Source: an optimization exercise on an open RTL-to-GDS flow (aim: small area). Production flows keep margins and buffers that such runs may drop. Function was checked by simulation only, so behaviour that the tests miss may differ from the original. Power figures rest on the tool's default switching activity, not on a simulated workload.

Setup of try-quartz:
## aqueduct_codec
module aqueduct_codec(
    input         clk,
    input         rst,
    input  [63:0] s_axis_tdata,
    input   [7:0] s_axis_tkeep,
    input   [7:0] s_axis_tuser,
    input   [7:0] s_axis_tdest,
    input         s_axis_tlast,
    input         s_axis_tvalid,
    output        s_axis_tready,
    input         s_pause,
    input         s_send_pause,
    input         rx_almost_full,
    input         rx_almost_empty,
    output [63:0] tx_payload,
    output  [1:0] tx_header,
    input  [63:0] rx_payload,
    input   [1:0] rx_header,
    input         rx_valid,
    output [63:0] m_axis_tdata,
    output  [7:0] m_axis_tkeep,
    output  [7:0] m_axis_tuser,
    output  [7:0] m_axis_tdest,
    output        m_axis_tlast,
    output        m_axis_tvalid,
    output        m_error,
    output        m_pause,
    output        m_unpause,
    output  [7:0] m_pause_src
);
Settings: LEC_CHECK=0, CAP_MARGIN=20, CORE_MARGIN=2, CORE_UTILIZATION=65, CTS_BUF_LIST=sky130_fd_sc_hd__clkbuf_16, CTS_CLUSTER_DIAMETER=150, CTS_CLUSTER_SIZE=24, SLEW_MARGIN=20; clock period 4.5 ns.
standard.sh (not shown) runs the stock make flow with config.mk's settings and CLKGATE_MAP_FILE= SYNTH_SCRIPT=/design/flow/synth_recipe.tcl, a recipe that flattens the netlist after the stock synthesis.
==> flow/flow/run.sh <==
#!/bin/bash
# The standard layout with two changes:
#  - synthesis maps the logic with an area-oriented ABC script (flow/area.abc);
#    everything else in synthesis (registers, flattening, renaming) is the standard flow's own
#  - port buffers are made of the smallest buffer cell
set -euo pipefail
HERE=$(pwd)
FLOWDIR=$(cd "$(dirname "$0")" && pwd)
cp "$FLOWDIR/area.abc" "$HERE/area.abc"
{
  echo "proc abc {args} {"
  echo "  set i [lsearch -exact \$args -script]"
  echo "  if {\$i >= 0} { lset args [expr {\$i + 1}] $HERE/area.abc }"
  echo "  yosys abc {*}\$args"
  echo "}"
  cat "$HERE/synth_recipe.tcl"
} > "$HERE/area_synth.tcl"
sed "s#SYNTH_SCRIPT=[^ ]*#SYNTH_SCRIPT=$HERE/area_synth.tcl#" standard.sh > my_standard.sh
grep -q "SYNTH_SCRIPT=$HERE/area_synth.tcl" my_standard.sh
export BUFFER_PORTS_ARGS="-buffer_cell sky130_fd_sc_hd__buf_1"
bash my_standard.sh > flow_run.log 2>&1
==> flow/flow/area.abc <==
strash
&get -n
&fraig -x
&put
scorr
dc2
dretime
strash
&get -n
&dch -f
&nf -R 1000
&put
strash
&get -n
&dch -f
&nf -R 1000
&put
Changes in try-juniper relative to try-quartz:
--- a/flow/design.v
+++ b/flow/design.v
@@ -188,35 +188,35 @@
         h_user  <= c_user;
         h_dest  <= c_dest;
         h_last  <= c_last;
         h_valid <= c_valid;
         if(c_valid) begin
             tdata_temp <= c_data[23:0];
             tkeep_temp <= c_keep[2:0];
         end
     end
     always @(posedge clk_in) begin
         if(rst_in) begin
+            tready_reg       <= 1'b1;
             b_valid          <= 1'b0;
             inject_pause_reg <= 1'b0;
             state            <= START;
         end
         else begin
+            tready_reg       <= tready_int;
             if(tready_reg)
                 b_valid      <= s_axis_tvalid;
             inject_pause_reg <= inject_pause_in;
             state            <= next_state;
         end
     end
-    always @(posedge clk_in)
-        tready_reg <= tready_int;
 endmodule
 module payload_manager(
     input  [63:0] payload_in,
     input   [1:0] header_in,
     output [63:0] payload_out,
     output  [1:0] header_out,
     output        valid_out
 );
     localparam H_CTRL = 2'b10;
     localparam T_IDLE = 8'h00;
     assign valid_out = !(header_in == H_CTRL && payload_in[63:56] == T_IDLE);
@@ -402,55 +402,57 @@
     end
     always @(posedge clk_in) begin
         if(load_buf) begin
             payload_reg <= payload_in;
             ctrl_reg    <= header_in == H_CTRL;
         end
         prev_data <= payload_reg[39:0];
     end
     always @(posedge clk_in) begin
         if(rst_in) begin
             valid_reg        <= 1'b0;
+            out_code         <= O_NONE;
             m_axis_tuser_reg <= 8'd0;
             m_axis_tdest_reg <= 8'd0;
+            pause_reg        <= 1'b0;
+            unpause_reg      <= 1'b0;
+            pause_src_reg    <= 8'd0;
             state            <= START;
         end
         else begin
             if(load_buf)
                 valid_reg    <= valid_in;
+            out_code         <= code_int;
             if(load_ud) begin
                 m_axis_tuser_reg <= payload_reg[55:48];
                 m_axis_tdest_reg <= payload_reg[47:40];
             end
-            state            <= next_state;
-        end
-    end
-    always @(posedge clk_in) begin
-            out_code         <= code_int;
             case(pause_sel)
                 2'd1: begin
                     pause_reg     <= &payload_reg[39:8];
                     unpause_reg   <= !(&payload_reg[39:8]);
                     pause_src_reg <= payload_reg[55:48];
                 end
                 2'd2: begin
                     pause_reg     <= &payload_in[39:8];
                     unpause_reg   <= !(&payload_in[39:8]);
                     pause_src_reg <= payload_in[55:48];
                 end
                 default: begin
                     pause_reg     <= 1'b0;
                     unpause_reg   <= 1'b0;
                     pause_src_reg <= 8'd0;
                 end
             endcase
+            state            <= next_state;
+        end
     end
     assign m_axis_tuser  = m_axis_tuser_reg;
     assign m_axis_tdest  = m_axis_tdest_reg;
     assign m_axis_tvalid = out_code[3:1] != 3'd0;
     assign m_error       = out_code == O_ERR;
     assign pause_out     = pause_reg;
     assign unpause_out   = unpause_reg;
     assign pause_src_out = pause_src_reg;
     always @(*) begin
         m_axis_tdata = {64{1'b0}};
         m_axis_tkeep = 8'h00;
==> summary.txt <==
Between try-juniper and try-quartz, the synthesized area does not differ in any meaningful way.
NOTE non-clock buffer count try-quartz->try-juniper decreased by a few percent
Clock power: try-juniper vs try-quartz up about 2%
When try-juniper is measured against try-quartz, its growth of design area from synthesis to finish turns out 0.45 points lower.
try-quartz → try-juniper: critical path depth decreased 2, first-pass GRT wire length decreased 4.6%, post-place instance area decreased 0.59%.

-- static timing again, ports no longer ideal --
Ports are ideal in the flow. The routed layouts listed here were re-timed in OpenROAD.
Step 1 sets driving cells, clkbuf_16 on the clock port and buf_2 on the other inputs (assumed; they add their load-dependent delay and slew).
Step 2 times the ports against the registers' clock, not the clock port: input delays grow and output delays shrink by t, the midpoint of the rising clock arrivals with the driver on.
Three values: no drivers, after step 1, after step 2; two values: the first two.
run | shift t [ns] | setup WS [ns] | hold WS [ns] | clock arrival spread, ns
try-quartz | 0.563 | 0.204 / 0.157 / 0.663 | 0.343 / 0.343 / 0.343 | 0.023 / 0.024
try-juniper | 0.561 | 0.119 / 0.070 / 0.473 | 0.348 / 0.348 / 0.348 | 0.019 / 0.018
After both steps setup and hold are still met in every run listed.
